Source: an optimization exercise on an open RTL-to-GDS flow (aim: small area). Production flows keep margins and buffers that such runs may drop. Only simulation tests tie the RTL to the original design; equivalence was not proved.

==> flow/design.v (excerpt) <==
module cordic #(
    parameter INPUT_DATA_WIDTH = 16,
    parameter ITERATIONS = 16
)(
    input wire i_clk,
    input wire i_resetn,
    input wire signed [INPUT_DATA_WIDTH - 1:0] i_xIn,
    input wire signed [INPUT_DATA_WIDTH - 1:0] i_yIn,
    input wire signed [31:0] i_angle,
    output reg signed [INPUT_DATA_WIDTH:0] o_xOut,
    output reg signed [INPUT_DATA_WIDTH:0] o_yOut
);
Size in the first run: ~3400 cells after synthesis, about 39000 µm² of cells after synthesis.
export LEC_CHECK = 0
export ABC_CLOCK_PERIOD_IN_PS = 6500
export CAP_MARGIN = 20
export CORE_MARGIN = 2
export CORE_UTILIZATION = 60
export CTS_CLUSTER_DIAMETER = 90
export CTS_CLUSTER_SIZE = 28
export SLEW_MARGIN = 20
create_clock -name core_clock -period 5.5 [get_ports {i_clk}]
standard.sh (not shown) runs the stock make flow with config.mk's settings and CLKGATE_MAP_FILE= SYNTH_SCRIPT=/design/flow/synth_recipe.tcl, a recipe that flattens the netlist after the stock synthesis.
==> flow/flow/run.sh <==
#!/bin/bash
# The standard layout (standard.sh: standard synthesis and the ORFS flow), with one change:
# the buffers that placement puts on the input and output ports are the smallest buffer cell,
# sky130_fd_sc_hd__buf_1, instead of the flow's default choice. The make output (every tool's
# output, in order) goes to standard_flow.log here; ORFS keeps each step's own log under orfs/logs.
set -euo pipefail
export BUFFER_PORTS_ARGS="-buffer_cell sky130_fd_sc_hd__buf_1"
bash standard.sh > standard_flow.log 2>&1
Change:
--- a/flow/config.mk
+++ b/flow/config.mk
@@ -8 +7,0 @@
-export ABC_CLOCK_PERIOD_IN_PS = 6500
@@ -11 +10 @@
-export CORE_UTILIZATION = 60
+export CORE_UTILIZATION = 70
After rerunning: Die area decreases by about a fifth. Global-route usage increases by 4.4 points. Setup slack gets better by 10 ps. Design area is about the same. Final cell count came out lower by a few percent. Wire length is higher by a few percent. Via count went up slightly. Non-clock buffer count came out higher by 8. Fmax barely changes.


Starting RTL as in the previous note.
==> flow/config.mk <==
export PLATFORM = sky130hd
export DESIGN_NAME = cordic
export DESIGN_NICKNAME = cordic
export VERILOG_FILES = /design/flow/design.v
export SDC_FILE = /design/flow/constraint.sdc
export NUM_CORES = 4
export LEC_CHECK = 0
export CAP_MARGIN = 20
export CORE_MARGIN = 2
export CORE_UTILIZATION = 60
export CTS_CLUSTER_DIAMETER = 90
export CTS_CLUSTER_SIZE = 28
export GPL_TIMING_DRIVEN = 0
export SLEW_MARGIN = 20
==> flow/constraint.sdc <==
create_clock -name core_clock -period 5.5 [get_ports {i_clk}]
set_input_delay 1.1000 -clock core_clock [delete_from_list [all_inputs] [get_ports {i_clk}]]
set_output_delay 1.1000 -clock core_clock [all_outputs]
set_load 0.01 [all_outputs]
Scripts as last shown in full above: flow/flow/run.sh
Then changed:
Settings changed: CAP_MARGIN 20 to 10, GPL_TIMING_DRIVEN 0 to unset, SLEW_MARGIN 20 to 10.
Outcome:
- non-clock buffer count shrinks by 24
- final area shrinks by 1.6%
- maximum frequency is about the same
- synthesized area does not change
- critical path depth shrinks by 2
- clock-buffer cell count shrinks by 1
Then changed:
Settings changed: CAP_MARGIN 10 to 0, SLEW_MARGIN 10 to 0.
Outcome: Cell count does not change. Clock skew stays the same. Global-route usage does not change. Wire length stays the same. Design area is unchanged. Clock-buffer cell count does not change. Maximum frequency is unchanged. Setup slack stays the same.


== before ==
cordic, a different RTL version from the one above (not shown whole).
Size: roughly 4200 cells after synthesis, about 970 flip-flops, roughly 100 I/O pins, ~50000 sq um of cells after synthesis.
export LEC_CHECK = 0
export CAP_MARGIN = 20
export CORE_MARGIN = 2
export CORE_UTILIZATION = 60
export CTS_CLUSTER_DIAMETER = 100
export CTS_CLUSTER_SIZE = 32
export SLEW_MARGIN = 20
create_clock -name core_clock -period 5.5 [get_ports {i_clk}]
run.sh (not shown) runs the stock make flow with config.mk's settings and CLKGATE_MAP_FILE= SYNTH_SCRIPT=/design/flow/synth_recipe.tcl, a recipe that flattens the netlist after the stock synthesis.
Stock flow here: none of the scripts above is used.
Input changes introduced in after (baseline for comparison: before):
- CORE_UTILIZATION now 65, was 60
- CTS_CLUSTER_DIAMETER no longer set, was 100
- CTS_BUF_LIST now sky130_fd_sc_hd__clkbuf_4, previously not set
- CTS_CLUSTER_SIZE no longer set, was 32
## What came out
Compared to before, after has slew at the pin closest to its max-slew limit 66 ps higher. Changes observed in after relative to before: first-pass GRT wire length rose by 4.6 mm, area inside the core boundary saw a decrease, proportion of cell area spent on the clock network +3.8 points. The setup slack of after was inferior to that of before. [after vs before] worst hold slack: lower in after. before → after: filler-free cell count of the finished design picked up an extra 352; height of the die fell 11 um. Delta (after minus before): final estimated routing congestion in global placement dropped 0.34%, total number of vias climbed 1621.


Setup of v6:
RTL: one of the versions met above, not the one the previous note started from.
Size: roughly 3400 cells after synthesis, about 830 flip-flops, ~39000 µm² of cells after synthesis.
==> flow/config.mk <==
export PLATFORM = sky130hd
export DESIGN_NAME = cordic
export DESIGN_NICKNAME = cordic
export VERILOG_FILES = /design/flow/design.v
export SDC_FILE = /design/flow/constraint.sdc
export NUM_CORES = 4
export LEC_CHECK = 0
export CAP_MARGIN = 20
export CORE_MARGIN = 2
export CORE_UTILIZATION = 50
export CTS_CLUSTER_DIAMETER = 90
export CTS_CLUSTER_SIZE = 28
export SLEW_MARGIN = 20
==> flow/constraint.sdc <==
create_clock -name core_clock -period 5.5 [get_ports {i_clk}]
set_input_delay 1.1000 -clock core_clock [delete_from_list [all_inputs] [get_ports {i_clk}]]
set_output_delay 1.1000 -clock core_clock [all_outputs]
set_load 0.01 [all_outputs]
standard.sh (not shown) runs the stock make flow with config.mk's settings and CLKGATE_MAP_FILE= SYNTH_SCRIPT=/design/flow/synth_recipe.tcl, a recipe that flattens the netlist after the stock synthesis.
Scripts as last shown in full above: flow/flow/run.sh
[inputs] v7 vs v6
- a change of CORE_UTILIZATION from 50 to 60
==> flow/run.sh (new file) <==
#!/bin/bash
# synth_recipe.tcl (not shown) runs the flow's synth.tcl, then flattens the netlist and writes it again
# the make line also repeats each setting of config.mk as NAME=value (left out here)
make -C /OpenROAD-flow-scripts/flow DESIGN_CONFIG=/design/flow/config.mk WORK_HOME=/design/flow/orfs CLKGATE_MAP_FILE= SYNTH_SCRIPT=/design/flow/synth_recipe.tcl finish
removed: flow/flow/run.sh
removed: flow/standard.sh
==> run summary <==
All of v6 and v7 finish clean. The lower maximum frequency of v6 and v7 is in v6. From v6 to v7, multiplexer share of the synthesized area did not move at all. Number of non-clock buffers in the layout, v6 and v7: larger value in v6. What v6 reported for area of the placeable core has to be multiplied by 0.831 to get the figure for v7. What v6 reported for count of clock-net buffers in the final layout has to be multiplied by 1.2 to get the figure for v7. On met3 capacity usage during global routing, the lower figure sits with v6, not v7. v7 reports a lower total die area than v6 does. v7 against v6: count of mapped cells out of synthesis was more or less identical; total global routing track utilization climbed 4.8 points.

## what the ideal ports hide
The flow's constraints put no driver on any port. The routed layouts listed below were extracted and timed again, unchanged, in two steps.
Step 1, drivers: a clkbuf_16 drives i_clk and a buf_2 each remaining input, both assumed.
Step 2, shift: input delay + t, output delay - t, t = (earliest + latest rising clock arrival at the registers) / 2. This alone moves slack from input paths to output paths.
a / b / c = ideal / step 1 / step 2; a / b = the first two.
run	t, ns	setup WS [ns]	slew at the worst register clock pin (ns)
the first run of note 1	0.657	0.131 / 0.131 / 0.131	0.10 / 0.10
the second run of note 1	0.660	0.141 / 0.141 / 0.141	0.11 / 0.11
the first run of note 2	0.649	0.138 / 0.138 / 0.138	0.11 / 0.11
the second run of note 2	0.657	0.131 / 0.131 / 0.131	0.10 / 0.10
the third run of note 2	0.657	0.131 / 0.131 / 0.131	0.10 / 0.10
before	0.669	0.415 / 0.415 / 0.415	0.12 / 0.12
after	1.075	0.398 / 0.398 / 0.398	0.07 / 0.07
v6	0.655	0.166 / 0.166 / 0.166	0.11 / 0.11
v7	0.646	0.195 / 0.195 / 0.195	0.11 / 0.11
After both steps setup and hold are still met in every run listed.
